This is an optimization exercise on Yosys and OpenROAD, whose aim is small area, a short achievable clock period and few clock cycles, not a production implementation. In this exercise RTL edits were held to simulation tests only and were not proved equivalent to the original.

**flow/config.mk**
```make
export PLATFORM = sky130hd
export DESIGN_NAME = des
export DESIGN_NICKNAME = des
export VERILOG_FILES = /design/flow/design.v
export SDC_FILE = /design/flow/constraint.sdc
export NUM_CORES = 4
export LEC_CHECK = 0
export CAP_MARGIN = 20
export CORE_MARGIN = 2
export CORE_UTILIZATION = 40
export PLACE_DENSITY = 0.6
export SLEW_MARGIN = 20
```
**flow/constraint.sdc**
```tcl
create_clock -name core_clock -period 5.0 [get_ports {clk}]
set_input_delay 1.0000 -clock core_clock [delete_from_list [all_inputs] [get_ports {clk}]]
set_output_delay 1.0000 -clock core_clock [all_outputs]
set_load 0.01 [all_outputs]
```
**flow/design.v**
```verilog
module  IP(input [1:64] in,
		   output [1:32] L_i_var,
		   output [1:32] R_i_var);	
assign  {L_i_var, R_i_var} = {in[58],in[50],in[42],in[34],in[26],in[18],in[10],in[2],
						              		  in[60],in[52],in[44],in[36],in[28],in[20],in[12],in[4],
					               			  in[62],in[54],in[46],in[38],in[30],in[22],in[14],in[6],
							                in[64],in[56],in[48],in[40],in[32],in[24],in[16],in[8],
								              in[57],in[49],in[41],in[33],in[25],in[17],in[9],in[1],
								              in[59],in[51],in[43],in[35],in[27],in[19],in[11],in[3],
								              in[61],in[53],in[45],in[37],in[29],in[21],in[13],in[5],
								              in[63],in[55],in[47],in[39],in[31],in[23],in[15],in[7]};
endmodule 
module IP_ni(input [1:64] in,
			       output [1:64] out);
	assign   out = {in[40],in[8],in[48],in[16],in[56],in[24],in[64],in[32],
				         	in[39],in[7],in[47],in[15],in[55],in[23],in[63],in[31],
					        in[38],in[6],in[46],in[14],in[54],in[22],in[62],in[30],
				          in[37],in[5],in[45],in[13],in[53],in[21],in[61],in[29],
					        in[36],in[4],in[44],in[12],in[52],in[20],in[60],in[28],
					        in[35],in[3],in[43],in[11],in[51],in[19],in[59],in[27],
				         	in[34],in[2],in[42],in[10],in[50],in[18],in[58],in[26],
				         	in[33],in[1],in[41],in[9],in[49],in[17],in[57],in[25]};
endmodule 
module pc_1(input [1:64] key_i,
	          output [1:28] C0,
	          output [1:28] D0);
assign     C0={key_i[57],key_i[49],key_i[41],key_i[33],key_i[25],key_i[17],key_i[9],
				       key_i[1],key_i[58],key_i[50],key_i[42],key_i[34],key_i[26],key_i[18],
				       key_i[10],key_i[2],key_i[59],key_i[51],key_i[43],key_i[35],key_i[27],
				       key_i[19],key_i[11],key_i[3],key_i[60],key_i[52],key_i[44],key_i[36]};
assign         D0={key_i[63],key_i[55],key_i[47],key_i[39],key_i[31],key_i[33],key_i[15],
				           key_i[7],key_i[62],key_i[54],key_i[46],key_i[38],key_i[30],key_i[22],
				           key_i[14],key_i[6],key_i[61],key_i[53],key_i[45],key_i[37],key_i[29],
				           key_i[21],key_i[13],key_i[5],key_i[28],key_i[20],key_i[12],key_i[4]};
endmodule
module s1(stage1_input,stage1_output);
input [5:0] stage1_input;
output [3:0] stage1_output;
reg [3:0] stage1_output;
always @(  stage1_input)
begin
   case(stage1_input)					 
	    0: stage1_output = 4'd14; 
        1: stage1_output = 4'd0; 
        2: stage1_output = 4'd4; 
        3: stage1_output = 4'd15; 
        4: stage1_output = 4'd13; 
        5: stage1_output = 4'd7; 
        6: stage1_output = 4'd1; 
        7: stage1_output = 4'd4; 
        8: stage1_output = 4'd2; 
        9: stage1_output = 4'd14; 
        10: stage1_output = 4'd15; 
        11: stage1_output = 4'd2; 
        12: stage1_output = 4'd11; 
        13: stage1_output = 4'd13; 
        14: stage1_output = 4'd8; 
        15: stage1_output = 4'd1; 
        16: stage1_output = 4'd3; 
        17: stage1_output = 4'd10; 
        18: stage1_output = 4'd10; 
        19: stage1_output = 4'd6; 
        20: stage1_output = 4'd6; 
        21: stage1_output = 4'd12; 
        22: stage1_output = 4'd12; 
        23: stage1_output = 4'd11; 
        24: stage1_output = 4'd5; 
        25: stage1_output = 4'd9; 
        26: stage1_output = 4'd9; 
        27: stage1_output = 4'd5; 
        28: stage1_output = 4'd0; 
        29: stage1_output = 4'd3; 
        30: stage1_output = 4'd7; 
        31: stage1_output = 4'd8; 
        32: stage1_output = 4'd4; 
        33: stage1_output = 4'd15; 
        34: stage1_output = 4'd1; 
        35: stage1_output = 4'd12; 
        36: stage1_output = 4'd14; 
        37: stage1_output = 4'd8; 
        38: stage1_output = 4'd8; 
        39: stage1_output = 4'd2; 
        40: stage1_output = 4'd13; 
        41: stage1_output = 4'd4; 
        42: stage1_output = 4'd6; 
        43: stage1_output = 4'd9; 
        44: stage1_output = 4'd2; 
        45: stage1_output = 4'd1; 
        46: stage1_output = 4'd11; 
        47: stage1_output = 4'd7; 
        48: stage1_output = 4'd15; 
        49: stage1_output = 4'd5; 
        50: stage1_output = 4'd12; 
        51: stage1_output = 4'd11; 
        52: stage1_output = 4'd9; 
        53: stage1_output = 4'd3; 
        54: stage1_output = 4'd7; 
        55: stage1_output = 4'd14; 
        56: stage1_output = 4'd3; 
        57: stage1_output = 4'd10; 
        58: stage1_output = 4'd10; 
        59: stage1_output = 4'd0; 
        60: stage1_output = 4'd5; 
        61: stage1_output = 4'd6; 
        62: stage1_output = 4'd0; 
        63: stage1_output = 4'd13;   
   endcase
end
endmodule
module s2(stage1_input,stage1_output);
input [5:0] stage1_input;
output [3:0] stage1_output;
reg [3:0] stage1_output;
always @( stage1_input)
begin
   case(stage1_input)			 
        0: stage1_output = 4'd15; 
        1: stage1_output = 4'd3; 
        2: stage1_output = 4'd1; 
        3: stage1_output = 4'd13; 
        4: stage1_output = 4'd8; 
        5: stage1_output = 4'd4; 
        6: stage1_output = 4'd14; 
        7: stage1_output = 4'd7; 
        8: stage1_output = 4'd6; 
        9: stage1_output = 4'd15; 
        10: stage1_output = 4'd11; 
        11: stage1_output = 4'd2; 
        12: stage1_output = 4'd3; 
        13: stage1_output = 4'd8; 
        14: stage1_output = 4'd4; 
        15: stage1_output = 4'd14; 
        16: stage1_output = 4'd9; 
        17: stage1_output = 4'd12; 
        18: stage1_output = 4'd7; 
        19: stage1_output = 4'd0; 
        20: stage1_output = 4'd2; 
        21: stage1_output = 4'd1; 
        22: stage1_output = 4'd13; 
        23: stage1_output = 4'd10; 
        24: stage1_output = 4'd12; 
        25: stage1_output = 4'd6; 
        26: stage1_output = 4'd0; 
        27: stage1_output = 4'd9; 
        28: stage1_output = 4'd5; 
        29: stage1_output = 4'd11; 
        30: stage1_output = 4'd10; 
        31: stage1_output = 4'd5; 
        32: stage1_output = 4'd0; 
        33: stage1_output = 4'd13; 
        34: stage1_output = 4'd14; 
        35: stage1_output = 4'd8; 
        36: stage1_output = 4'd7; 
        37: stage1_output = 4'd10; 
        38: stage1_output = 4'd11; 
        39: stage1_output = 4'd1; 
        40: stage1_output = 4'd10; 
        41: stage1_output = 4'd3; 
        42: stage1_output = 4'd4; 
        43: stage1_output = 4'd15; 
        44: stage1_output = 4'd13; 
        45: stage1_output = 4'd4; 
        46: stage1_output = 4'd1; 
        47: stage1_output = 4'd2; 
        48: stage1_output = 4'd5; 
        49: stage1_output = 4'd11; 
        50: stage1_output = 4'd8; 
        51: stage1_output = 4'd6; 
        52: stage1_output = 4'd12; 
        53: stage1_output = 4'd7; 
        54: stage1_output = 4'd6; 
        55: stage1_output = 4'd12; 
        56: stage1_output = 4'd9; 
        57: stage1_output = 4'd0; 
        58: stage1_output = 4'd3; 
        59: stage1_output = 4'd5; 
        60: stage1_output = 4'd2; 
        61: stage1_output = 4'd14; 
        62: stage1_output = 4'd15; 
        63: stage1_output = 4'd9;   
  endcase
end
endmodule 
module s3(stage1_input,stage1_output);
input [5:0] stage1_input;
output [3:0] stage1_output;
reg [3:0] stage1_output;
always @(  stage1_input)
begin
   case(stage1_input)   			 
        0: stage1_output = 4'd10 ; 
        1: stage1_output = 4'd13 ; 
        2: stage1_output = 4'd0 ; 
        3: stage1_output = 4'd7 ; 
        4: stage1_output = 4'd9 ; 
        5: stage1_output = 4'd0 ; 
        6: stage1_output = 4'd14 ; 
        7: stage1_output = 4'd9 ; 
        8: stage1_output = 4'd6 ; 
        9: stage1_output = 4'd3 ; 
        10: stage1_output = 4'd3 ; 
        11: stage1_output = 4'd4 ; 
        12: stage1_output = 4'd15 ; 
        13: stage1_output = 4'd6 ; 
        14: stage1_output = 4'd5 ; 
        15: stage1_output = 4'd10 ; 
        16: stage1_output = 4'd1 ; 
        17: stage1_output = 4'd2 ; 
        18: stage1_output = 4'd13 ; 
        19: stage1_output = 4'd8 ; 
        20: stage1_output = 4'd12 ; 
        21: stage1_output = 4'd5 ; 
        22: stage1_output = 4'd7 ; 
        23: stage1_output = 4'd14 ; 
        24: stage1_output = 4'd11 ; 
        25: stage1_output = 4'd12 ; 
        26: stage1_output = 4'd4 ; 
        27: stage1_output = 4'd11 ; 
        28: stage1_output = 4'd2 ; 
        29: stage1_output = 4'd15 ; 
        30: stage1_output = 4'd8 ; 
        31: stage1_output = 4'd1 ; 
        32: stage1_output = 4'd13 ; 
        33: stage1_output = 4'd1 ; 
        34: stage1_output = 4'd6 ; 
        35: stage1_output = 4'd10 ; 
        36: stage1_output = 4'd4 ; 
        37: stage1_output = 4'd13 ; 
        38: stage1_output = 4'd9 ; 
        39: stage1_output = 4'd0 ; 
        40: stage1_output = 4'd8 ; 
        41: stage1_output = 4'd6 ; 
        42: stage1_output = 4'd15 ; 
        43: stage1_output = 4'd9 ; 
        44: stage1_output = 4'd3 ; 
        45: stage1_output = 4'd8 ; 
        46: stage1_output = 4'd0 ; 
        47: stage1_output = 4'd7 ; 
        48: stage1_output = 4'd11 ; 
        49: stage1_output = 4'd4 ; 
        50: stage1_output = 4'd1 ; 
        51: stage1_output = 4'd15 ; 
        52: stage1_output = 4'd2 ; 
        53: stage1_output = 4'd14 ; 
        54: stage1_output = 4'd12 ; 
        55: stage1_output = 4'd3 ; 
        56: stage1_output = 4'd5 ; 
        57: stage1_output = 4'd11 ; 
        58: stage1_output = 4'd10 ; 
        59: stage1_output = 4'd5 ; 
        60: stage1_output = 4'd14 ; 
        61: stage1_output = 4'd2 ; 
        62: stage1_output = 4'd7 ; 
        63: stage1_output = 4'd12 ; 
   endcase
end
endmodule
module s4(stage1_input,stage1_output);
input [5:0] stage1_input;
output [3:0] stage1_output;
reg [3:0] stage1_output;
always @(  stage1_input)
begin
   case(stage1_input)			 
        0: stage1_output = 4'd7; 
        1: stage1_output = 4'd13; 
        2: stage1_output = 4'd13; 
        3: stage1_output = 4'd8; 
        4: stage1_output = 4'd14; 
        5: stage1_output = 4'd11; 
        6: stage1_output = 4'd3; 
        7: stage1_output = 4'd5; 
        8: stage1_output = 4'd0; 
        9: stage1_output = 4'd6; 
        10: stage1_output = 4'd6; 
        11: stage1_output = 4'd15; 
        12: stage1_output = 4'd9; 
        13: stage1_output = 4'd0; 
        14: stage1_output = 4'd10; 
        15: stage1_output = 4'd3; 
        16: stage1_output = 4'd1; 
        17: stage1_output = 4'd4; 
        18: stage1_output = 4'd2; 
        19: stage1_output = 4'd7; 
        20: stage1_output = 4'd8; 
        21: stage1_output = 4'd2; 
        22: stage1_output = 4'd5; 
        23: stage1_output = 4'd12; 
        24: stage1_output = 4'd11; 
        25: stage1_output = 4'd1; 
        26: stage1_output = 4'd12; 
        27: stage1_output = 4'd10; 
        28: stage1_output = 4'd4; 
        29: stage1_output = 4'd14; 
        30: stage1_output = 4'd15; 
        31: stage1_output = 4'd9; 
        32: stage1_output = 4'd10; 
        33: stage1_output = 4'd3; 
        34: stage1_output = 4'd6; 
        35: stage1_output = 4'd15; 
        36: stage1_output = 4'd9; 
        37: stage1_output = 4'd0; 
        38: stage1_output = 4'd0; 
        39: stage1_output = 4'd6; 
        40: stage1_output = 4'd12; 
        41: stage1_output = 4'd10; 
        42: stage1_output = 4'd11; 
        43: stage1_output = 4'd1; 
        44: stage1_output = 4'd7; 
        45: stage1_output = 4'd13; 
        46: stage1_output = 4'd13; 
        47: stage1_output = 4'd8; 
        48: stage1_output = 4'd15; 
        49: stage1_output = 4'd9; 
        50: stage1_output = 4'd1; 
        51: stage1_output = 4'd4; 
        52: stage1_output = 4'd3; 
        53: stage1_output = 4'd5; 
        54: stage1_output = 4'd14; 
        55: stage1_output = 4'd11; 
        56: stage1_output = 4'd5; 
        57: stage1_output = 4'd12; 
        58: stage1_output = 4'd2; 
        59: stage1_output = 4'd7; 
        60: stage1_output = 4'd8; 
        61: stage1_output = 4'd2; 
        62: stage1_output = 4'd4; 
        63: stage1_output = 4'd14; 
   endcase
end
endmodule
module s5(stage1_input,stage1_output);
input [5:0] stage1_input;
output [3:0] stage1_output;
reg [3:0] stage1_output;
always @(  stage1_input)
begin
   case(stage1_input)			 
        0: stage1_output = 4'd2; 
        1: stage1_output = 4'd14; 
        2: stage1_output = 4'd12; 
        3: stage1_output = 4'd11; 
        4: stage1_output = 4'd4; 
        5: stage1_output = 4'd2; 
        6: stage1_output = 4'd1; 
        7: stage1_output = 4'd12; 
        8: stage1_output = 4'd7; 
        9: stage1_output = 4'd4; 
        10: stage1_output = 4'd10; 
        11: stage1_output = 4'd7; 
        12: stage1_output = 4'd11; 
        13: stage1_output = 4'd13; 
        14: stage1_output = 4'd6; 
        15: stage1_output = 4'd1; 
        16: stage1_output = 4'd8; 
        17: stage1_output = 4'd5; 
        18: stage1_output = 4'd5; 
        19: stage1_output = 4'd0; 
        20: stage1_output = 4'd3; 
        21: stage1_output = 4'd15; 
        22: stage1_output = 4'd15; 
        23: stage1_output = 4'd10; 
        24: stage1_output = 4'd13; 
        25: stage1_output = 4'd3; 
        26: stage1_output = 4'd0; 
        27: stage1_output = 4'd9; 
        28: stage1_output = 4'd14; 
        29: stage1_output = 4'd8; 
        30: stage1_output = 4'd9; 
        31: stage1_output = 4'd6; 
        32: stage1_output = 4'd4; 
        33: stage1_output = 4'd11; 
        34: stage1_output = 4'd2; 
        35: stage1_output = 4'd8; 
        36: stage1_output = 4'd1; 
        37: stage1_output = 4'd12; 
        38: stage1_output = 4'd11; 
        39: stage1_output = 4'd7; 
        40: stage1_output = 4'd10; 
        41: stage1_output = 4'd1; 
        42: stage1_output = 4'd13; 
        43: stage1_output = 4'd14; 
        44: stage1_output = 4'd7; 
        45: stage1_output = 4'd2; 
        46: stage1_output = 4'd8; 
        47: stage1_output = 4'd13; 
        48: stage1_output = 4'd15; 
        49: stage1_output = 4'd6; 
        50: stage1_output = 4'd9; 
        51: stage1_output = 4'd15; 
        52: stage1_output = 4'd12; 
        53: stage1_output = 4'd0; 
        54: stage1_output = 4'd5; 
        55: stage1_output = 4'd9; 
        56: stage1_output = 4'd6; 
        57: stage1_output = 4'd10; 
        58: stage1_output = 4'd3; 
        59: stage1_output = 4'd4; 
        60: stage1_output = 4'd0; 
        61: stage1_output = 4'd5; 
        62: stage1_output = 4'd14; 
        63: stage1_output = 4'd3; 
   endcase
end
endmodule 
module s6(stage1_input,stage1_output);
input [5:0] stage1_input;
output [3:0] stage1_output;
reg [3:0] stage1_output;
always @(  stage1_input)
begin
   case(stage1_input)			 
        0: stage1_output = 4'd12; 
        1: stage1_output = 4'd10; 
        2: stage1_output = 4'd1; 
        3: stage1_output = 4'd15; 
        4: stage1_output = 4'd10; 
        5: stage1_output = 4'd4; 
        6: stage1_output = 4'd15; 
        7: stage1_output = 4'd2; 
        8: stage1_output = 4'd9; 
        9: stage1_output = 4'd7; 
        10: stage1_output = 4'd2; 
        11: stage1_output = 4'd12; 
        12: stage1_output = 4'd6; 
        13: stage1_output = 4'd9; 
        14: stage1_output = 4'd8; 
        15: stage1_output = 4'd5; 
        16: stage1_output = 4'd0; 
        17: stage1_output = 4'd6; 
        18: stage1_output = 4'd13; 
        19: stage1_output = 4'd1; 
        20: stage1_output = 4'd3; 
        21: stage1_output = 4'd13; 
        22: stage1_output = 4'd4; 
        23: stage1_output = 4'd14; 
        24: stage1_output = 4'd14; 
        25: stage1_output = 4'd0; 
        26: stage1_output = 4'd7; 
        27: stage1_output = 4'd11; 
        28: stage1_output = 4'd5; 
        29: stage1_output = 4'd3; 
        30: stage1_output = 4'd11; 
        31: stage1_output = 4'd8; 
        32: stage1_output = 4'd9; 
        33: stage1_output = 4'd4; 
        34: stage1_output = 4'd14; 
        35: stage1_output = 4'd3; 
        36: stage1_output = 4'd15; 
        37: stage1_output = 4'd2; 
        38: stage1_output = 4'd5; 
        39: stage1_output = 4'd12; 
        40: stage1_output = 4'd2; 
        41: stage1_output = 4'd9; 
        42: stage1_output = 4'd8; 
        43: stage1_output = 4'd5; 
        44: stage1_output = 4'd12; 
        45: stage1_output = 4'd15; 
        46: stage1_output = 4'd3; 
        47: stage1_output = 4'd10; 
        48: stage1_output = 4'd7; 
        49: stage1_output = 4'd11; 
        50: stage1_output = 4'd0; 
        51: stage1_output = 4'd14; 
        52: stage1_output = 4'd4; 
        53: stage1_output = 4'd1; 
        54: stage1_output = 4'd10; 
        55: stage1_output = 4'd7; 
        56: stage1_output = 4'd1; 
        57: stage1_output = 4'd6; 
        58: stage1_output = 4'd13; 
        59: stage1_output = 4'd0; 
        60: stage1_output = 4'd11; 
        61: stage1_output = 4'd8; 
        62: stage1_output = 4'd6; 
        63: stage1_output = 4'd13; 
   endcase
end
endmodule
module s7(stage1_input,stage1_output);
input [5:0] stage1_input;
output [3:0] stage1_output;
reg [3:0] stage1_output;
always @(  stage1_input)
begin
   case(stage1_input)			 
        0: stage1_output = 4'd4; 
        1: stage1_output = 4'd13; 
        2: stage1_output = 4'd11; 
        3: stage1_output = 4'd0; 
        4: stage1_output = 4'd2; 
        5: stage1_output = 4'd11; 
        6: stage1_output = 4'd14; 
        7: stage1_output = 4'd7; 
        8: stage1_output = 4'd15; 
        9: stage1_output = 4'd4; 
        10: stage1_output = 4'd0; 
        11: stage1_output = 4'd9; 
        12: stage1_output = 4'd8; 
        13: stage1_output = 4'd1; 
        14: stage1_output = 4'd13; 
        15: stage1_output = 4'd10; 
        16: stage1_output = 4'd3; 
        17: stage1_output = 4'd14; 
        18: stage1_output = 4'd12; 
        19: stage1_output = 4'd3; 
        20: stage1_output = 4'd9; 
        21: stage1_output = 4'd5; 
        22: stage1_output = 4'd7; 
        23: stage1_output = 4'd12; 
        24: stage1_output = 4'd5; 
        25: stage1_output = 4'd2; 
        26: stage1_output = 4'd10; 
        27: stage1_output = 4'd15; 
        28: stage1_output = 4'd6; 
        29: stage1_output = 4'd8; 
        30: stage1_output = 4'd1; 
        31: stage1_output = 4'd6; 
        32: stage1_output = 4'd1; 
        33: stage1_output = 4'd6; 
        34: stage1_output = 4'd4; 
        35: stage1_output = 4'd11; 
        36: stage1_output = 4'd11; 
        37: stage1_output = 4'd13; 
        38: stage1_output = 4'd13; 
        39: stage1_output = 4'd8; 
        40: stage1_output = 4'd12; 
        41: stage1_output = 4'd1; 
        42: stage1_output = 4'd3; 
        43: stage1_output = 4'd4; 
        44: stage1_output = 4'd7; 
        45: stage1_output = 4'd10; 
        46: stage1_output = 4'd14; 
        47: stage1_output = 4'd7; 
        48: stage1_output = 4'd10; 
        49: stage1_output = 4'd9; 
        50: stage1_output = 4'd15; 
        51: stage1_output = 4'd5; 
        52: stage1_output = 4'd6; 
        53: stage1_output = 4'd0; 
        54: stage1_output = 4'd8; 
        55: stage1_output = 4'd15; 
        56: stage1_output = 4'd0; 
        57: stage1_output = 4'd14; 
        58: stage1_output = 4'd5; 
        59: stage1_output = 4'd2; 
        60: stage1_output = 4'd9; 
        61: stage1_output = 4'd3; 
        62: stage1_output = 4'd2; 
        63: stage1_output = 4'd12; 
   endcase
end
endmodule
module s8(stage1_input,stage1_output);
input [5:0] stage1_input;
output [3:0] stage1_output;
reg [3:0] stage1_output;
always @(stage1_input)
begin
   case(stage1_input)			 
        0: stage1_output = 4'd13; 
        1: stage1_output = 4'd1; 
        2: stage1_output = 4'd2; 
        3: stage1_output = 4'd15; 
        4: stage1_output = 4'd8; 
        5: stage1_output = 4'd13; 
        6: stage1_output = 4'd4; 
        7: stage1_output = 4'd8; 
        8: stage1_output = 4'd6; 
        9: stage1_output = 4'd10; 
        10: stage1_output = 4'd15; 
        11: stage1_output = 4'd3; 
        12: stage1_output = 4'd11; 
        13: stage1_output = 4'd7; 
        14: stage1_output = 4'd1; 
        15: stage1_output = 4'd4; 
        16: stage1_output = 4'd10; 
        17: stage1_output = 4'd12; 
        18: stage1_output = 4'd9; 
        19: stage1_output = 4'd5; 
        20: stage1_output = 4'd3; 
        21: stage1_output = 4'd6; 
        22: stage1_output = 4'd14; 
        23: stage1_output = 4'd11; 
        24: stage1_output = 4'd5; 
        25: stage1_output = 4'd0; 
        26: stage1_output = 4'd0; 
        27: stage1_output = 4'd14; 
        28: stage1_output = 4'd12; 
        29: stage1_output = 4'd9; 
        30: stage1_output = 4'd7; 
        31: stage1_output = 4'd2; 
        32: stage1_output = 4'd7; 
        33: stage1_output = 4'd2; 
        34: stage1_output = 4'd11; 
        35: stage1_output = 4'd1; 
        36: stage1_output = 4'd4; 
        37: stage1_output = 4'd14; 
        38: stage1_output = 4'd1; 
        39: stage1_output = 4'd7; 
        40: stage1_output = 4'd9; 
        41: stage1_output = 4'd4; 
        42: stage1_output = 4'd12; 
        43: stage1_output = 4'd10; 
        44: stage1_output = 4'd14; 
        45: stage1_output = 4'd8; 
        46: stage1_output = 4'd2; 
        47: stage1_output = 4'd13; 
        48: stage1_output = 4'd0; 
        49: stage1_output = 4'd15; 
        50: stage1_output = 4'd6; 
        51: stage1_output = 4'd12; 
        52: stage1_output = 4'd10; 
        53: stage1_output = 4'd9; 
        54: stage1_output = 4'd13; 
        55: stage1_output = 4'd0; 
        56: stage1_output = 4'd15; 
        57: stage1_output = 4'd3; 
        58: stage1_output = 4'd3; 
        59: stage1_output = 4'd5; 
        60: stage1_output = 4'd5; 
        61: stage1_output = 4'd6; 
        62: stage1_output = 4'd8; 
        63: stage1_output = 4'd11; 
   endcase
end
endmodule
module key_get(input [1:56] pre_key,
			   input des_mode,
               input [3:0] inter_num,
               output wire [1:48] new_key,
               output reg [1:56] out_key);
  reg pre_key_0, pre_key_1;
  reg [1:56] pre_key_var;
  always @(*)
  begin
  pre_key_0 = 1'b0;
  pre_key_1 = 1'b0;
  pre_key_var = pre_key;
  if(des_mode == 1'b0)
	  begin
		case(inter_num)
		 4'd0, 4'd1, 4'd8, 4'd15:
		 begin
		   pre_key_var = pre_key;
		   pre_key_0 = pre_key_var[1];
		   pre_key_var[1:28] =  pre_key_var[1:28] << 1;
		   pre_key_var[28] = pre_key_0;
		   pre_key_0 = pre_key_var[29];
		   pre_key_var[29:56] =  pre_key_var[29:56] << 1;
		   pre_key_var[56] = pre_key_0;  
		 end     
		4'd2, 4'd3, 4'd4, 4'd5, 4'd6, 4'd7, 4'd9, 4'd10, 4'd11, 4'd12, 4'd13, 4'd14:
		 begin
		   pre_key_var = pre_key;
		   {pre_key_1, pre_key_0} = pre_key_var[1:2];
		   pre_key_var[1:28] =  pre_key_var[1:28] << 2;
		   pre_key_var[27:28] = {pre_key_1, pre_key_0};
		   {pre_key_1, pre_key_0} = pre_key_var[29:30];
		   pre_key_var[29:56] =  pre_key_var[29:56] << 2;
		   pre_key_var[55:56] = {pre_key_1, pre_key_0};  
		end  
	  endcase
	  end
	else
	begin
	    case(inter_num)
			4'd0: pre_key_var = pre_key;
			4'd1, 4'd8, 4'd15:
			begin
			   pre_key_var = pre_key;
			   pre_key_0 = pre_key_var[28];
			   pre_key_var[1:28] =  pre_key_var[1:28] >> 1;
			   pre_key_var[1] = pre_key_0;
			   pre_key_0 = pre_key_var[56];
			   pre_key_var[29:56] =  pre_key_var[29:56] >> 1;
			   pre_key_var[29] = pre_key_0;  
			 end     
			default: 
			 begin   
			   pre_key_var = pre_key;
			   {pre_key_1, pre_key_0} = pre_key_var[27:28];
			   pre_key_var[1:28] =  pre_key_var[1:28] >> 2;
			   pre_key_var[1:2] = {pre_key_1, pre_key_0};
			   {pre_key_1, pre_key_0} = pre_key_var[55:56];
			   pre_key_var[29:56] =  pre_key_var[29:56] >> 2;
			   pre_key_var[29:30] = {pre_key_1, pre_key_0};  
			end  
		endcase
	end
	out_key = pre_key_var;
  end
    assign   new_key  =  {pre_key_var[14],pre_key_var[17],pre_key_var[11],pre_key_var[24],pre_key_var[1],pre_key_var[5],
						  pre_key_var[3],pre_key_var[28],pre_key_var[15],pre_key_var[6],pre_key_var[21],pre_key_var[10],
					      pre_key_var[23],pre_key_var[19],pre_key_var[12],pre_key_var[4],pre_key_var[26],pre_key_var[8],
					      pre_key_var[16],pre_key_var[7],pre_key_var[27],pre_key_var[20],pre_key_var[13],pre_key_var[2],
					      pre_key_var[41],pre_key_var[52],pre_key_var[31],pre_key_var[37],pre_key_var[47],pre_key_var[55],
				          pre_key_var[30],pre_key_var[40],pre_key_var[51],pre_key_var[45],pre_key_var[33],pre_key_var[48],
				          pre_key_var[44],pre_key_var[49],pre_key_var[39],pre_key_var[56],pre_key_var[34],pre_key_var[53],
				          pre_key_var[46],pre_key_var[42],pre_key_var[50],pre_key_var[36],pre_key_var[29],pre_key_var[32]};
endmodule 
module des_f(input clk,
		     input reset,
			 input des_mode,
			 input hold,
		     input [3:0] inter_num_i,
		     input [1:32] R_i,
			 input [1:32] L_i,
			 input [1:56] Key_i,
			 output reg [1:32] R_o,
			 output reg [1:32] L_o,
			 output reg [1:56] Key_o);
	reg [1:32] next_R;
	wire [1:48] expandedR;
	reg [1:56] pre_key;
	reg [1:48] new_key_tmp;
	reg [3:0] inter_num;
	wire [1:32] p;
	reg [1:48] address_s;
	reg [1:32] Soutput;
	wire [1:32] Soutput_wire;
	wire [1:48] new_key;
	wire [1:56] out_key;
	key_get  key_get(.pre_key(pre_key), .des_mode(des_mode), .inter_num(inter_num), .new_key(new_key), .out_key(out_key));
	s1 sbox1(.stage1_input(address_s[1:6]), .stage1_output(Soutput_wire[1:4]));
	s2 sbox2(.stage1_input(address_s[7:12]), .stage1_output(Soutput_wire[5:8]));
	s3 sbox3(.stage1_input(address_s[13:18]), .stage1_output(Soutput_wire[9:12]));
	s4 sbox4(.stage1_input(address_s[19:24]), .stage1_output(Soutput_wire[13:16]));
	s5 sbox5(.stage1_input(address_s[25:30]), .stage1_output(Soutput_wire[17:20]));
	s6 sbox6(.stage1_input(address_s[31:36]), .stage1_output(Soutput_wire[21:24]));
	s7 sbox7(.stage1_input(address_s[37:42]),  .stage1_output(Soutput_wire[25:28]));
	s8 sbox8(.stage1_input(address_s[43:48]),   .stage1_output(Soutput_wire[29:32]));
	always @(posedge clk or negedge reset)
	begin
		if(reset == 1'b0)
		begin
			R_o <= 32'd0;
			L_o <= 32'd0;
			Key_o <= 56'd0;
		end
		else if(!hold)
		begin
			Key_o <= out_key;
			if(inter_num == 4'b1111)
			begin
			R_o <= R_i;
			L_o <= next_R;			
			end
			else
			begin
			R_o <= next_R;
			L_o <= R_i;
			end			
		end
	end
	assign   expandedR  ={R_i[32],R_i[1],R_i[2],R_i[3],R_i[4],R_i[5],
			              		 	R_i[4],R_i[5],R_i[6],R_i[7],R_i[8],R_i[9],
					              R_i[8],R_i[9],R_i[10],R_i[11],R_i[12],R_i[13],
					              R_i[12],R_i[13],R_i[14],R_i[15],R_i[16],R_i[17],
				              		R_i[16],R_i[17],R_i[18],R_i[19],R_i[20],R_i[21],
				               	R_i[20],R_i[21],R_i[22],R_i[23],R_i[24],R_i[25],
				              		R_i[24],R_i[25],R_i[26],R_i[27],R_i[28],R_i[29],
				              		R_i[28],R_i[29],R_i[30],R_i[31],R_i[32],R_i[1]};
	assign    p = {Soutput[16],Soutput[7],Soutput[20],Soutput[21],
				         Soutput[29],Soutput[12],Soutput[28],Soutput[17],
			           Soutput[1],Soutput[15],Soutput[23],Soutput[26],
				         Soutput[5],Soutput[18],Soutput[31],Soutput[10],
			           Soutput[2],Soutput[8],Soutput[24],Soutput[14],
				         Soutput[32],Soutput[27],Soutput[3],Soutput[9],
				         Soutput[19],Soutput[13],Soutput[30],Soutput[6],
				         Soutput[22],Soutput[11],Soutput[4],Soutput[25]};  
	always @(*)
	begin
	pre_key = Key_i;
	inter_num = inter_num_i;
	new_key_tmp = new_key;
	address_s = new_key_tmp ^ expandedR;
	Soutput = Soutput_wire;
	next_R = (L_i^p); 
	end
endmodule
module contrl(output [1:64] data_o_var_t,
			        output reg [3:0] inter_num_curr,
		          output reg [1:56] Key_i_var_out,
		          output reg [1:32] R_i, L_i,
		          output reg ready_o,
		          input [1:32] L_o,
		          input [1:32] R_o,
		          input [1:32] R_i_var, L_i_var,
			        input [1:56] Key_o,
		          input [1:28] C0, D0,
		          input clk, reset, des_enable);
  reg [3:0] inter_num_next;
	assign data_o_var_t = (ready_o == 1'b1)?{L_o,R_o}:64'h0000000000000000;
	always @(posedge clk or negedge reset)
		if(reset == 1'b0)
			begin  
				inter_num_curr <= 4'd0; 
			end
		else  if(des_enable)
				begin
				if(ready_o == 1'b0)
					inter_num_curr <= inter_num_next;
				end
	always @(posedge clk or negedge reset)
		  begin
			if(reset == 1'b0)	ready_o <= 1'b0;
			else if(inter_num_curr == 4'd15)  ready_o <= 1'b1;
				 else ready_o <= 1'b0;
		  end
		always @(*)	
		    begin
				R_i = R_o;
				L_i = L_o;
				Key_i_var_out = Key_o;
				inter_num_next = inter_num_curr;
				case(inter_num_curr)
				4'd0:begin
						 R_i = R_i_var;
						 L_i = L_i_var;
						 Key_i_var_out = {C0, D0};
						 inter_num_next = 4'd1;
					   end
				4'd1: begin
						R_i = R_o;
						L_i = L_o;
						Key_i_var_out = Key_o;
						inter_num_next = 4'd2;
						end
				4'd2: begin
						R_i = R_o;
						L_i = L_o;
						Key_i_var_out = Key_o;
						inter_num_next = 4'd3;
						end
				4'd3: begin
						R_i = R_o;
						L_i = L_o;
						Key_i_var_out = Key_o;
						inter_num_next = 4'd4;
						end
				4'd4: begin
						R_i = R_o;
						L_i = L_o;
						Key_i_var_out = Key_o;
						inter_num_next = 4'd5;
						end
				4'd5: begin
						R_i = R_o;
						L_i = L_o;
						Key_i_var_out = Key_o;
						inter_num_next = 4'd6;
						end
				4'd6: begin
						R_i = R_o;
						L_i = L_o;
						Key_i_var_out = Key_o;
						inter_num_next = 4'd7;
						end						
				4'd7: begin
						R_i = R_o;
						L_i = L_o;
						Key_i_var_out = Key_o;
						inter_num_next = 4'd8;
						end
				4'd8: begin
						R_i = R_o;
						L_i = L_o;
						Key_i_var_out = Key_o;
						inter_num_next = 4'd9;
						end
				4'd9: begin
						R_i = R_o;
						L_i = L_o;
						Key_i_var_out = Key_o;
						inter_num_next = 4'd10;
						end
				4'd10: begin
						R_i = R_o;
						L_i = L_o;
						Key_i_var_out = Key_o;
						inter_num_next = 4'd11;
						end	
				4'd11: begin
						R_i = R_o;
						L_i = L_o;
						Key_i_var_out = Key_o;
						inter_num_next = 4'd12;
						end
				4'd12: begin
						R_i = R_o;
						L_i = L_o;
						Key_i_var_out = Key_o;
						inter_num_next = 4'd13;
						end	
				4'd13: begin
						R_i = R_o;
						L_i = L_o;
						Key_i_var_out = Key_o;
						inter_num_next = 4'd14;
						end						
				4'd14: begin
						R_i = R_o;
						L_i = L_o;
						Key_i_var_out = Key_o;
						inter_num_next = 4'd15;
						end
				4'd15:if(ready_o == 1'b0)
				      begin
					    R_i = R_o;  
					    L_i = L_o;
					    Key_i_var_out = Key_o;
					   end
			  endcase
		end
endmodule
module  des(input clk,
			    input des_enable,
			    input reset,
			    input des_mode,
		        input [1:64] data_i,
		        input [1:64] key_i,
			    output wire [1:64] data_o,
				output ready_o);
	wire [3:0] inter_num_curr;
	wire [1:32] R_i_var, L_i_var;
	wire [1:56] Key_i_var_out;
	wire [1:64] data_o_var_t;
	wire [1:32] R_i, L_i;
	wire [1:32] R_o, L_o;
	wire [1:56] Key_o;
	wire [1:28] C0, D0;
	IP IP1(.in(data_i), 
	       .L_i_var(L_i_var),
	       .R_i_var(R_i_var));
	IP_ni	IP_ni(.in(data_o_var_t), 
	            .out(data_o));	
	pc_1 pc_1(.key_i(key_i), 
	          .C0(C0), 
	          .D0(D0));
	des_f  des_f1(.clk(clk), 
	              .reset(reset),
				        .des_mode(des_mode),
				        .hold(ready_o),
	              .inter_num_i(inter_num_curr),
	              .R_i(R_i), 
				        .L_i(L_i), 
				        .Key_i(Key_i_var_out), 
			       	  .R_o(R_o), .L_o(L_o), 
				        .Key_o(Key_o)); 
	contrl contrl1(.data_o_var_t(data_o_var_t),
				         .inter_num_curr(inter_num_curr),
		             .Key_i_var_out(Key_i_var_out),
		             .R_i(R_i),
		             .L_i(L_i),
		             .ready_o(ready_o),
		             .L_o(L_o),
		             .R_o(R_o),
		             .R_i_var(R_i_var),
		             .L_i_var(L_i_var),
			           .Key_o(Key_o),
		             .C0(C0),
		             .D0(D0),
		             .clk(clk),
		             .reset(reset),
					       .des_enable(des_enable));
endmodule	
```
**flow/run.sh**
```bash
#!/bin/bash
# synth_recipe.tcl (not shown) runs the flow's synth.tcl, then flattens the netlist and writes it again
# the make line also repeats each setting of config.mk as NAME=value (left out here)
make -C /OpenROAD-flow-scripts/flow DESIGN_CONFIG=/design/flow/config.mk WORK_HOME=/design/flow/orfs CLKGATE_MAP_FILE= SYNTH_SCRIPT=/design/flow/synth_recipe.tcl finish
```
==> flow_metrics.py, run 1 <==
metrics = {
    "synthesis": {
        "synth_top_family_by_area": "compound AO/OA/AOI/OAI gates",
        "syn_area_um2": 15180,
        "synth_top_cell_by_area": "dfrtp_1",
        "yosysMostFrequentCell": "nand2_1",
        "yosys_warnings": 11,
        "synth-compound-area-share_pct": 29.94,
        "ys_dominant_reg_cell": "dfrtp_1",
        "yosysSeqAreaShare_pct": 20.61,
        "muxShareOfSynthArea_pct": 10.40,
        "synth-seq-cells": 125,
        "synth-edff-count": 0,
        "syn_inst": 1961,
        "syn_area_per_cell_um2": 7.741,
        "syn_nets": 2141,
        "yosys.area_share.simple_pct": 21.69,
        "synth_fa_ha_area_share_pct": 4.154,
        "synth-xor-area-share_pct": 6.841,
        "synth_top_area_share_pct": 20.61,
        "synthTopCellsByArea": "dfrtp_1 (21%), nand2_1 (6.5%), mux2i_1 (6.4%)",
        "synth_common_cells": "nand2_1 (261), o21ai_0 (133), a21oi_1 (127)",
        "synth.distinct_cells": 96,
        "async_flop_share_pct": 100.0,
    },
    "layout": {
        "utilization_pct": 50.30,
        "syn_to_final_growth_pct": 24.22,
        "regArea_um2": 3132,
        "multiInputGateArea_um2": 11110,
        "fillCellCount": 3689,
        "finalInstanceArea_um2": 18860,
        "final_layout_size_suffix_gt1_share_pct": 13.54,
        "finalNetCount": 2350,
    },
    "clock_network": {
        "postCtsSetupBuffers": 0,
        "clkSinkCount": 125,
        "cts_resized": 0,
        "cts_buffers": 17,
        "htreeDepth": 4,
        "cts_root_buffer": "clkbuf_16",
        "cts_tree": "built",
        "clk_pin_slew_worst_paths_ps": 60,
        "ctsHoldBuffers": 0,
        "clockBufferDepth": 2,
        "worstSkewPairLatency_ps": 460,
    },
    "floorplanning": {
        "core-area_um2": 37490,
        "die_h_um": 198.8,
        "die_x_um": 198.8,
        "rows": 71,
        "start_util_pct": 40.49,
        "io_pins": 197,
        "dieArea_um2": 39520,
    },
    "drt": {
        "first_iter_violations": 1622,
        "wl_per_cell_um": 22.56,
        "num_vias": 16740,
        "wirelength_um": 60710,
        "drtPass1Iterations": 8,
        "drt.antenna.violating_nets": 0,
        "drc": 0,
        "via_per_inst": 6.221,
    },
    "timing": {
        "maxSlewViolCount": 0,
        "period_share_pct": 95.10,
        "hold_violations": 0,
        "setup_viol": 0,
        "fmax_mhz": 210.3,
        "rsz0062_at_grt": "false",
        "worstMarginPinSlew_ps": 1104,
        "finalClockSkew_ps": 12.54,
        "max_slew_margin_pct": 25.87,
        "fin_hold_ws_ps": 493.9,
        "fin_crit_ps": 4755,
    },
    "run": {
        "maxCapViolations": 0,
    },
    "setup_path": {
        "end_kind": "flip-flop",
        "cp.arrival_ps": 5080,
        "critPathLaunchType": "flip-flop",
        "worstSetupPathType": "reg -> reg",
        "startpoint": "contrl1.inter_num_curr[1]",
        "cp.required_ps": 5330,
        "reg2reg_from": "contrl1.inter_num_curr[1]",
        "critical_path.max_fanout": 17,
    },
    "global_routing": {
        "grt_overflow": 0,
        "grt_pass1_wl_um": 93040,
        "grt_max_degree": 83,
        "grt_usage_pct": 30.65,
        "grt_pass1_vias": 15630,
        "antenna_found_initial": 0,
    },
    "worst_hold_path": {
        "hold_path_class": "in -> async",
    },
    "place": {
        "io_buffers": 187,
        "hpwlAfterDp_um": 45290,
        "dpl-instance-area_um2": 18290,
        "routabilityCongestion": 0.9440,
    },
    "run_status": {
        "status": "no timing/DRC/antenna violations",
    },
}
==> worst max-delay path, stage by stage, from the launching register on <==
cell	delay, ps
dfrtp_1	500
buf_4	260
nand4_4	90
buf_4	260
o21ai_4	180
buf_4	220
a221oi_1	270
a22o_1	390
xor2_1	320
inv_1	110
ha_1	290
nor2_1	250
nor2_1	70
o21ai_0	210
a311oi_1	130
or3_1	430
nor3b_1	160
or4_1	500
==> worst paths after layout <==
path	to	slack, ps	depth (start not counted)
setup / recovery	des_f1.L_o[27]	240	17
hold / removal	des_f1.Key_o[22]	490	1
setup reg to reg	des_f1.L_o[27]	240	17
hold reg to reg	des_f1.Key_o[45]	510	2
max in group asynchronous	des_f1.L_o[21]	3460	2
min in group core_clock	des_f1.Key_o[45]	510	2
==> flip-flops by register name (all words and copies together), names as in the netlist <==
signal	count
contrl1.ready_o	1
des_f1.Key_o	56
contrl1.inter_num_curr	4
des_f1.L_o	32
des_f1.R_o	32
==> per-stage QoR <==
stage                     setup WS [ps]  cells  setup TNS, ps
final                             245.0   2691              0
after global routing              27.90   2690              0
after CTS                         149.0   2690              0
after detailed placement         -41.12   2662         -41.12
after global placement            38.96   2662              0
after floorplan                   139.0   1961              0
==> layout by cell type (no fill, tap or decap), types with 15 or more instances in the layout <==
cell type        count
o21ai_0            133
a32oi_1             16
o211ai_1            24
ha_1                48
o221ai_1            21
buf_4              164
mux4_2              15
dfrtp_1            124
clkbuf_16           17
a211oi_1            30
mux2i_1             97
a21o_1              20
o22ai_1             22
and2_1              69
xnor2_1             61
nor2_1             101
a21oi_1            127
nor3_1              59
a31oi_1             23
a211o_1             18
nand2_1            260
clkdlybuf4s50_1    185
and3_1              30
or3_1               17
a221oi_1            46
xor2_1              31
nand3_1             78
mux2_2              22
inv_1               40
==> layer usage <==
layer / part of all wire [%] / global-route usage [%]
met5: 0 / 0
met4: 1.9 / 8.651
met3: 7.6 / 4.476
met2: 45 / 47.24
met1: 46 / 44.32
==> final cells by class <==
class	count	share of cell area, %
timing repair buffer	358	17.18
tap	511	3.391
inverter	47	0.9356
clock buffer	20	2.422
multi-input combinational	1621	58.94
clock inverter	8	0.5043
antenna	1	0.01327
sequential	125	16.61
==> cell families after synthesis <==
logic type / count (synthesis)
XOR/XNOR: 105
AND/OR/NAND/NOR: 685
multiplexers: 135
flip-flops: 125
AO/OA/AOI/OAI: 645
adder cells (fa/ha/maj): 51
buffers and inverters: 215
Testbench counts, summed over its fixed seeds: cycles 40,800.
==> run 2, diff against run 1 <==
--- a/flow/design.v
+++ b/flow/design.v
@@ -626,342 +626,103 @@
 end
 endmodule
-module key_get(input [1:56] pre_key,
-			   input des_mode,
-               input [3:0] inter_num,
-               output wire [1:48] new_key,
-               output reg [1:56] out_key);
-  reg pre_key_0, pre_key_1;
-  reg [1:56] pre_key_var;
-  always @(*)
-  begin
-  pre_key_0 = 1'b0;
-  pre_key_1 = 1'b0;
-  pre_key_var = pre_key;
-  if(des_mode == 1'b0)
-	  begin
-		case(inter_num)
-		 4'd0, 4'd1, 4'd8, 4'd15:
-		 begin
-		   pre_key_var = pre_key;
-		   pre_key_0 = pre_key_var[1];
-		   pre_key_var[1:28] =  pre_key_var[1:28] << 1;
-		   pre_key_var[28] = pre_key_0;
-		   pre_key_0 = pre_key_var[29];
-		   pre_key_var[29:56] =  pre_key_var[29:56] << 1;
-		   pre_key_var[56] = pre_key_0;  
-		 end     
-		4'd2, 4'd3, 4'd4, 4'd5, 4'd6, 4'd7, 4'd9, 4'd10, 4'd11, 4'd12, 4'd13, 4'd14:
-		 begin
-		   pre_key_var = pre_key;
-		   {pre_key_1, pre_key_0} = pre_key_var[1:2];
-		   pre_key_var[1:28] =  pre_key_var[1:28] << 2;
-		   pre_key_var[27:28] = {pre_key_1, pre_key_0};
-		   {pre_key_1, pre_key_0} = pre_key_var[29:30];
-		   pre_key_var[29:56] =  pre_key_var[29:56] << 2;
-		   pre_key_var[55:56] = {pre_key_1, pre_key_0};  
-		end  
-	  endcase
-	  end
-	else
-	begin
-	    case(inter_num)
-			4'd0: pre_key_var = pre_key;
-			4'd1, 4'd8, 4'd15:
-			begin
-			   pre_key_var = pre_key;
-			   pre_key_0 = pre_key_var[28];
-			   pre_key_var[1:28] =  pre_key_var[1:28] >> 1;
-			   pre_key_var[1] = pre_key_0;
-			   pre_key_0 = pre_key_var[56];
-			   pre_key_var[29:56] =  pre_key_var[29:56] >> 1;
-			   pre_key_var[29] = pre_key_0;  
-			 end     
-			default: 
-			 begin   
-			   pre_key_var = pre_key;
-			   {pre_key_1, pre_key_0} = pre_key_var[27:28];
-			   pre_key_var[1:28] =  pre_key_var[1:28] >> 2;
-			   pre_key_var[1:2] = {pre_key_1, pre_key_0};
-			   {pre_key_1, pre_key_0} = pre_key_var[55:56];
-			   pre_key_var[29:56] =  pre_key_var[29:56] >> 2;
-			   pre_key_var[29:30] = {pre_key_1, pre_key_0};  
-			end  
-		endcase
-	end
-	out_key = pre_key_var;
-  end
-    assign   new_key  =  {pre_key_var[14],pre_key_var[17],pre_key_var[11],pre_key_var[24],pre_key_var[1],pre_key_var[5],
-						  pre_key_var[3],pre_key_var[28],pre_key_var[15],pre_key_var[6],pre_key_var[21],pre_key_var[10],
-					      pre_key_var[23],pre_key_var[19],pre_key_var[12],pre_key_var[4],pre_key_var[26],pre_key_var[8],
-					      pre_key_var[16],pre_key_var[7],pre_key_var[27],pre_key_var[20],pre_key_var[13],pre_key_var[2],
-					      pre_key_var[41],pre_key_var[52],pre_key_var[31],pre_key_var[37],pre_key_var[47],pre_key_var[55],
-				          pre_key_var[30],pre_key_var[40],pre_key_var[51],pre_key_var[45],pre_key_var[33],pre_key_var[48],
-				          pre_key_var[44],pre_key_var[49],pre_key_var[39],pre_key_var[56],pre_key_var[34],pre_key_var[53],
-				          pre_key_var[46],pre_key_var[42],pre_key_var[50],pre_key_var[36],pre_key_var[29],pre_key_var[32]};
-endmodule 
-module des_f(input clk,
-		     input reset,
-			 input des_mode,
-			 input hold,
-		     input [3:0] inter_num_i,
-		     input [1:32] R_i,
-			 input [1:32] L_i,
-			 input [1:56] Key_i,
-			 output reg [1:32] R_o,
-			 output reg [1:32] L_o,
-			 output reg [1:56] Key_o);
-	reg [1:32] next_R;
-	wire [1:48] expandedR;
-	reg [1:56] pre_key;
-	reg [1:48] new_key_tmp;
-	reg [3:0] inter_num;
-	wire [1:32] p;
-	reg [1:48] address_s;
-	reg [1:32] Soutput;
-	wire [1:32] Soutput_wire;
-	wire [1:48] new_key;
-	wire [1:56] out_key;
-	key_get  key_get(.pre_key(pre_key), .des_mode(des_mode), .inter_num(inter_num), .new_key(new_key), .out_key(out_key));
-	s1 sbox1(.stage1_input(address_s[1:6]), .stage1_output(Soutput_wire[1:4]));
-	s2 sbox2(.stage1_input(address_s[7:12]), .stage1_output(Soutput_wire[5:8]));
-	s3 sbox3(.stage1_input(address_s[13:18]), .stage1_output(Soutput_wire[9:12]));
-	s4 sbox4(.stage1_input(address_s[19:24]), .stage1_output(Soutput_wire[13:16]));
-	s5 sbox5(.stage1_input(address_s[25:30]), .stage1_output(Soutput_wire[17:20]));
-	s6 sbox6(.stage1_input(address_s[31:36]), .stage1_output(Soutput_wire[21:24]));
-	s7 sbox7(.stage1_input(address_s[37:42]),  .stage1_output(Soutput_wire[25:28]));
-	s8 sbox8(.stage1_input(address_s[43:48]),   .stage1_output(Soutput_wire[29:32]));
-	always @(posedge clk or negedge reset)
-	begin
-		if(reset == 1'b0)
-		begin
-			R_o <= 32'd0;
-			L_o <= 32'd0;
-			Key_o <= 56'd0;
-		end
-		else if(!hold)
-		begin
-			Key_o <= out_key;
-			if(inter_num == 4'b1111)
-			begin
-			R_o <= R_i;
-			L_o <= next_R;			
-			end
-			else
-			begin
-			R_o <= next_R;
-			L_o <= R_i;
-			end			
-		end
-	end
-	assign   expandedR  ={R_i[32],R_i[1],R_i[2],R_i[3],R_i[4],R_i[5],
-			              		 	R_i[4],R_i[5],R_i[6],R_i[7],R_i[8],R_i[9],
-					              R_i[8],R_i[9],R_i[10],R_i[11],R_i[12],R_i[13],
-					              R_i[12],R_i[13],R_i[14],R_i[15],R_i[16],R_i[17],
-				              		R_i[16],R_i[17],R_i[18],R_i[19],R_i[20],R_i[21],
-				               	R_i[20],R_i[21],R_i[22],R_i[23],R_i[24],R_i[25],
-				              		R_i[24],R_i[25],R_i[26],R_i[27],R_i[28],R_i[29],
-				              		R_i[28],R_i[29],R_i[30],R_i[31],R_i[32],R_i[1]};
-	assign    p = {Soutput[16],Soutput[7],Soutput[20],Soutput[21],
-				         Soutput[29],Soutput[12],Soutput[28],Soutput[17],
-			           Soutput[1],Soutput[15],Soutput[23],Soutput[26],
-				         Soutput[5],Soutput[18],Soutput[31],Soutput[10],
-			           Soutput[2],Soutput[8],Soutput[24],Soutput[14],
-				         Soutput[32],Soutput[27],Soutput[3],Soutput[9],
-				         Soutput[19],Soutput[13],Soutput[30],Soutput[6],
-				         Soutput[22],Soutput[11],Soutput[4],Soutput[25]};  
-	always @(*)
-	begin
-	pre_key = Key_i;
-	inter_num = inter_num_i;
-	new_key_tmp = new_key;
-	address_s = new_key_tmp ^ expandedR;
-	Soutput = Soutput_wire;
-	next_R = (L_i^p); 
-	end
+module key_get(input [1:56] K,
+               input [1:28] C0, D0,
+               input des_mode,
+               input idle,
+               input [3:0] cnt,
+               output [1:56] K_next);
+	wire one = (cnt == 4'd0) || (cnt == 4'd7) || (cnt == 4'd14);
+	wire [1:28] C = K[1:28];
+	wire [1:28] D = K[29:56];
+	wire [1:56] load = des_mode ? {C0, D0} : {C0[2:28], C0[1], D0[2:28], D0[1]};
+	wire [1:56] rl1 = {C[2:28], C[1], D[2:28], D[1]};
+	wire [1:56] rl2 = {C[3:28], C[1:2], D[3:28], D[1:2]};
+	wire [1:56] rr1 = {C[28], C[1:27], D[28], D[1:27]};
+	wire [1:56] rr2 = {C[27:28], C[1:26], D[27:28], D[1:26]};
+	assign K_next = idle ? load :
+	                des_mode ? (one ? rr1 : rr2) : (one ? rl1 : rl2);
 endmodule
-module contrl(output [1:64] data_o_var_t,
-			        output reg [3:0] inter_num_curr,
-		          output reg [1:56] Key_i_var_out,
-		          output reg [1:32] R_i, L_i,
-		          output reg ready_o,
-		          input [1:32] L_o,
-		          input [1:32] R_o,
-		          input [1:32] R_i_var, L_i_var,
-			        input [1:56] Key_o,
-		          input [1:28] C0, D0,
-		          input clk, reset, des_enable);
-  reg [3:0] inter_num_next;
-	assign data_o_var_t = (ready_o == 1'b1)?{L_o,R_o}:64'h0000000000000000;
-	always @(posedge clk or negedge reset)
-		if(reset == 1'b0)
-			begin  
-				inter_num_curr <= 4'd0; 
-			end
-		else  if(des_enable)
-				begin
-				if(ready_o == 1'b0)
-					inter_num_curr <= inter_num_next;
-				end
+module des_f(input [1:32] R,
+             input [1:56] K,
+             output [1:32] f);
+	wire [1:48] expandedR = {R[32],R[1],R[2],R[3],R[4],R[5],
+	                         R[4],R[5],R[6],R[7],R[8],R[9],
+	                         R[8],R[9],R[10],R[11],R[12],R[13],
+	                         R[12],R[13],R[14],R[15],R[16],R[17],
+	                         R[16],R[17],R[18],R[19],R[20],R[21],
+	                         R[20],R[21],R[22],R[23],R[24],R[25],
+	                         R[24],R[25],R[26],R[27],R[28],R[29],
+	                         R[28],R[29],R[30],R[31],R[32],R[1]};
+	wire [1:48] subkey = {K[14],K[17],K[11],K[24],K[1],K[5],
+	                      K[3],K[28],K[15],K[6],K[21],K[10],
+	                      K[23],K[19],K[12],K[4],K[26],K[8],
+	                      K[16],K[7],K[27],K[20],K[13],K[2],
+	                      K[41],K[52],K[31],K[37],K[47],K[55],
+	                      K[30],K[40],K[51],K[45],K[33],K[48],
+	                      K[44],K[49],K[39],K[56],K[34],K[53],
+	                      K[46],K[42],K[50],K[36],K[29],K[32]};
+	wire [1:48] a = expandedR ^ subkey;
+	wire [1:32] s;
+	s1 sbox1(.stage1_input(a[1:6]),   .stage1_output(s[1:4]));
+	s2 sbox2(.stage1_input(a[7:12]),  .stage1_output(s[5:8]));
+	s3 sbox3(.stage1_input(a[13:18]), .stage1_output(s[9:12]));
+	s4 sbox4(.stage1_input(a[19:24]), .stage1_output(s[13:16]));
+	s5 sbox5(.stage1_input(a[25:30]), .stage1_output(s[17:20]));
+	s6 sbox6(.stage1_input(a[31:36]), .stage1_output(s[21:24]));
+	s7 sbox7(.stage1_input(a[37:42]), .stage1_output(s[25:28]));
+	s8 sbox8(.stage1_input(a[43:48]), .stage1_output(s[29:32]));
+	assign f = {s[16],s[7],s[20],s[21],s[29],s[12],s[28],s[17],
+	            s[1],s[15],s[23],s[26],s[5],s[18],s[31],s[10],
+	            s[2],s[8],s[24],s[14],s[32],s[27],s[3],s[9],
+	            s[19],s[13],s[30],s[6],s[22],s[11],s[4],s[25]};
+endmodule
+module contrl(input clk,
+              input reset,
+              input des_enable,
+              input idle,
+              input last,
+              output reg active,
+              output reg ready_o);
 	always @(posedge clk or negedge reset)
-		  begin
-			if(reset == 1'b0)	ready_o <= 1'b0;
-			else if(inter_num_curr == 4'd15)  ready_o <= 1'b1;
-				 else ready_o <= 1'b0;
-		  end
-		always @(*)	
-		    begin
-				R_i = R_o;
-				L_i = L_o;
-				Key_i_var_out = Key_o;
-				inter_num_next = inter_num_curr;
-				case(inter_num_curr)
-				4'd0:begin
-						 R_i = R_i_var;
-						 L_i = L_i_var;
-						 Key_i_var_out = {C0, D0};
-						 inter_num_next = 4'd1;
-					   end
-				4'd1: begin
-						R_i = R_o;
-						L_i = L_o;
-						Key_i_var_out = Key_o;
-						inter_num_next = 4'd2;
-						end
-				4'd2: begin
-						R_i = R_o;
-						L_i = L_o;
-						Key_i_var_out = Key_o;
-						inter_num_next = 4'd3;
-						end
-				4'd3: begin
-						R_i = R_o;
-						L_i = L_o;
-						Key_i_var_out = Key_o;
-						inter_num_next = 4'd4;
-						end
-				4'd4: begin
-						R_i = R_o;
-						L_i = L_o;
-						Key_i_var_out = Key_o;
-						inter_num_next = 4'd5;
-						end
-				4'd5: begin
-						R_i = R_o;
-						L_i = L_o;
-						Key_i_var_out = Key_o;
-						inter_num_next = 4'd6;
-						end
-				4'd6: begin
-						R_i = R_o;
-						L_i = L_o;
-						Key_i_var_out = Key_o;
-						inter_num_next = 4'd7;
-						end						
-				4'd7: begin
-						R_i = R_o;
-						L_i = L_o;
-						Key_i_var_out = Key_o;
-						inter_num_next = 4'd8;
-						end
-				4'd8: begin
-						R_i = R_o;
-						L_i = L_o;
-						Key_i_var_out = Key_o;
-						inter_num_next = 4'd9;
-						end
-				4'd9: begin
-						R_i = R_o;
-						L_i = L_o;
-						Key_i_var_out = Key_o;
-						inter_num_next = 4'd10;
-						end
-				4'd10: begin
-						R_i = R_o;
-						L_i = L_o;
-						Key_i_var_out = Key_o;
-						inter_num_next = 4'd11;
-						end	
-				4'd11: begin
-						R_i = R_o;
-						L_i = L_o;
-						Key_i_var_out = Key_o;
-						inter_num_next = 4'd12;
-						end
-				4'd12: begin
-						R_i = R_o;
-						L_i = L_o;
-						Key_i_var_out = Key_o;
-						inter_num_next = 4'd13;
-						end	
-				4'd13: begin
-						R_i = R_o;
-						L_i = L_o;
-						Key_i_var_out = Key_o;
-						inter_num_next = 4'd14;
-						end						
-				4'd14: begin
-						R_i = R_o;
-						L_i = L_o;
-						Key_i_var_out = Key_o;
-						inter_num_next = 4'd15;
-						end
-				4'd15:if(ready_o == 1'b0)
-				      begin
-					    R_i = R_o;  
-					    L_i = L_o;
-					    Key_i_var_out = Key_o;
-					   end
-			  endcase
+		if (reset == 1'b0) begin
+			active <= 1'b0;
+			ready_o <= 1'b0;
+		end else begin
+			active <= idle ? des_enable : (active & ~last);
+			ready_o <= ready_o | (active & last);
 		end
 endmodule
 module  des(input clk,
-			    input des_enable,
-			    input reset,
-			    input des_mode,
-		        input [1:64] data_i,
-		        input [1:64] key_i,
-			    output wire [1:64] data_o,
-				output ready_o);
-	wire [3:0] inter_num_curr;
-	wire [1:32] R_i_var, L_i_var;
-	wire [1:56] Key_i_var_out;
-	wire [1:64] data_o_var_t;
-	wire [1:32] R_i, L_i;
-	wire [1:32] R_o, L_o;
-	wire [1:56] Key_o;
+            input des_enable,
+            input reset,
+            input des_mode,
+            input [1:64] data_i,
+            input [1:64] key_i,
+            output wire [1:64] data_o,
+            output reg ready_o);
+	wire [1:32] L_i_var, R_i_var;
 	wire [1:28] C0, D0;
-	IP IP1(.in(data_i), 
-	       .L_i_var(L_i_var),
-	       .R_i_var(R_i_var));
-	IP_ni	IP_ni(.in(data_o_var_t), 
-	            .out(data_o));	
-	pc_1 pc_1(.key_i(key_i), 
-	          .C0(C0), 
-	          .D0(D0));
-	des_f  des_f1(.clk(clk), 
-	              .reset(reset),
-				        .des_mode(des_mode),
-				        .hold(ready_o),
-	              .inter_num_i(inter_num_curr),
-	              .R_i(R_i), 
-				        .L_i(L_i), 
-				        .Key_i(Key_i_var_out), 
-			       	  .R_o(R_o), .L_o(L_o), 
-				        .Key_o(Key_o)); 
-	contrl contrl1(.data_o_var_t(data_o_var_t),
-				         .inter_num_curr(inter_num_curr),
-		             .Key_i_var_out(Key_i_var_out),
-		             .R_i(R_i),
-		             .L_i(L_i),
-		             .ready_o(ready_o),
-		             .L_o(L_o),
-		             .R_o(R_o),
-		             .R_i_var(R_i_var),
-		             .L_i_var(L_i_var),
-			           .Key_o(Key_o),
-		             .C0(C0),
-		             .D0(D0),
-		             .clk(clk),
-		             .reset(reset),
-					       .des_enable(des_enable));
-endmodule	
+	wire [1:32] f;
+	wire [1:56] Key_next;
+	reg [1:32] L, R;
+	reg [1:56] K;
+	reg active;
+	reg [3:0] cnt;
+	wire idle = ~active & ~ready_o;
+	wire last = (cnt == 4'd15);
+	IP IP1(.in(data_i), .L_i_var(L_i_var), .R_i_var(R_i_var));
+	IP_ni IP_ni(.in({R, L}), .out(data_o));
+	pc_1 pc_1(.key_i(key_i), .C0(C0), .D0(D0));
+	des_f des_f1(.R(R), .K(K), .f(f));
+	key_get key_get(.K(K), .C0(C0), .D0(D0), .des_mode(des_mode), .idle(idle),
+	                .cnt(cnt), .K_next(Key_next));
+	wire [1:32] L_sel = idle ? R_i_var : (ready_o ? R : L);
+	always @(posedge clk) begin
+		R <= L_sel ^ (f & {32{active}});
+		L <= idle ? L_i_var : (ready_o ? L : R);
+		K <= Key_next;
+		cnt <= active ? cnt + 4'd1 : 4'd0;
+	end
+	contrl contrl1(.clk(clk), .reset(reset), .des_enable(des_enable), .idle(idle),
+	               .last(last), .active(active), .ready_o(ready_o));
+endmodule
--- a/flow/config.mk
+++ b/flow/config.mk
@@ -6,7 +6,9 @@
 export NUM_CORES = 4
 export LEC_CHECK = 0
+export ABC_CLOCK_PERIOD_IN_PS = 1500
 export CAP_MARGIN = 20
 export CORE_MARGIN = 2
-export CORE_UTILIZATION = 40
-export PLACE_DENSITY = 0.6
+export CORE_UTILIZATION = 60
+export PLACE_DENSITY = 0.7
+export SETUP_SLACK_MARGIN = 3.2
 export SLEW_MARGIN = 20
==> flow_metrics.py, run 2 <==
metrics = {
    "run_status": {
        "status": "aborted with a tool error",
        "last-stage-reached": "global routing (5_1_grt)",
        "firstError": "[ERROR GRT-0232] Routing congestion too high. Check the congestion heatmap in the GUI.",
    },
    "global_routing": {
        "grt_max_degree": 79,
        "grt_overflow": 2183,
        "grt_usage_pct": 106.3,
    },
    "place": {
        "routabilityCongestion": 0.9595,
        "place_ws_ps": 2060,
        "hpwlAfterDp_um": 28570,
        "placed_cells": 1784,
        "io_buffers": 187,
    },
    "synthesis": {
        "syn_area_um2": 12930,
        "async_flop_share_pct": 1.587,
        "synth_top_area_share_pct": 14.28,
        "synth-seq-cells": 126,
        "syn_nets": 1600,
        "ys_dominant_reg_cell": "dfxtp_1",
        "synth-edff-count": 32,
        "syn_area_per_cell_um2": 9.197,
        "synth_top_cell_by_area": "mux4_2",
        "synthTopCellsByArea": "mux4_2 (14%), dfxtp_1 (14%), mux2i_1 (7.9%)",
        "yosysMostFrequentCell": "nor2_1",
        "synth.distinct_cells": 74,
        "synth_common_cells": "nor2_1 (138), nand2_1 (104), mux2i_1 (102)",
        "yosys_warnings": 10,
        "yosysSeqAreaShare_pct": 22.06,
        "syn_inst": 1406,
    },
    "clock_network": {
        "cts_buffers": 17,
        "htreeDepth": 4,
        "cts_root_buffer": "clkbuf_16",
        "clockBufferDepth": 2,
        "clkSinkCount": 126,
    },
    "floorplanning": {
        "io_pins": 197,
        "die_h_um": 150.8,
        "start_util_pct": 61.32,
        "rows": 53,
        "die_x_um": 150.8,
    },
    "timing": {
        "worst_path_end_type": "sequential cell input",
        "crit_endpoint": "R[27]$_DFF_P_/D",
    },
}
run 2: cells by family after synthesis:
logic type	synth area share, %
and+or+nand+nor	11.37
AOI/OAI and AO/OA	17.34
muxes	26.68
xor gates and xnor gates	11.79
buffers and inverters	4.761
DFF	22.06
adders and majority gates	5.999
run 2: per-layer routing:
metal / global-route usage, % / GRT overflow
met3: 86.33 / 75
met4: 120.8 / 522
met5: 71.14 / 5
met1: 92.74 / 59
met2: 133.5 / 1522
run 2: through the flow:
stage | area (um2) | hold slack (ps)
after floorplan | 13940 | 414.5
after global placement | 15490 | 430.3
after detailed placement | 15500 | 434.9
after CTS | 19290 | 455.7
run 2: how the worst max path moves through the flow:
stage / startpoint / endpoint
global placement: K[33] / R[11]
CTS: R[21] / R[3]
detailed placement: des_mode / K[19]
floorplan: R[25] / R[11]
run 2: timing repair:
item | in CTS
setup buffers | 214
pin swaps | 75
resized for setup | 577
setup endpoints to repair | 203
hold buffers | 0
hold endpoints to repair | 0
gates cloned | 11
Testbench counts of run 2, summed over its fixed seeds: cycles 43,200.

## separate check: timing with driven ports
How much do the figures lean on ideal ports? The routed layout below was timed once more, with nothing changed but the port constraints.
Step 1 assumes that a clkbuf_16 drives the clock port and a buf_2 every other input.
Step 2 adds t to the input delays and takes it off the output delays; t is the mean of the earliest and latest rising clock arrival at the registers after step 1. Input paths then give back, and output paths get back, about the clock's delay inside the block.
a / b / c = no drivers / after step 1 / after step 2; a / b = the first two.
run: run 1
t (ns): 0.510
setup slack, ns: 0.245 / 0.245 / 0.068
worst register clock-pin slew, ns: 0.06 / 0.06
pins driven straight from the clock port: 1
After both steps setup and hold are still met in run 1. For run 1, drivers alone change the setup slack by 0.000 ns; drivers and shift together by -0.177 ns.
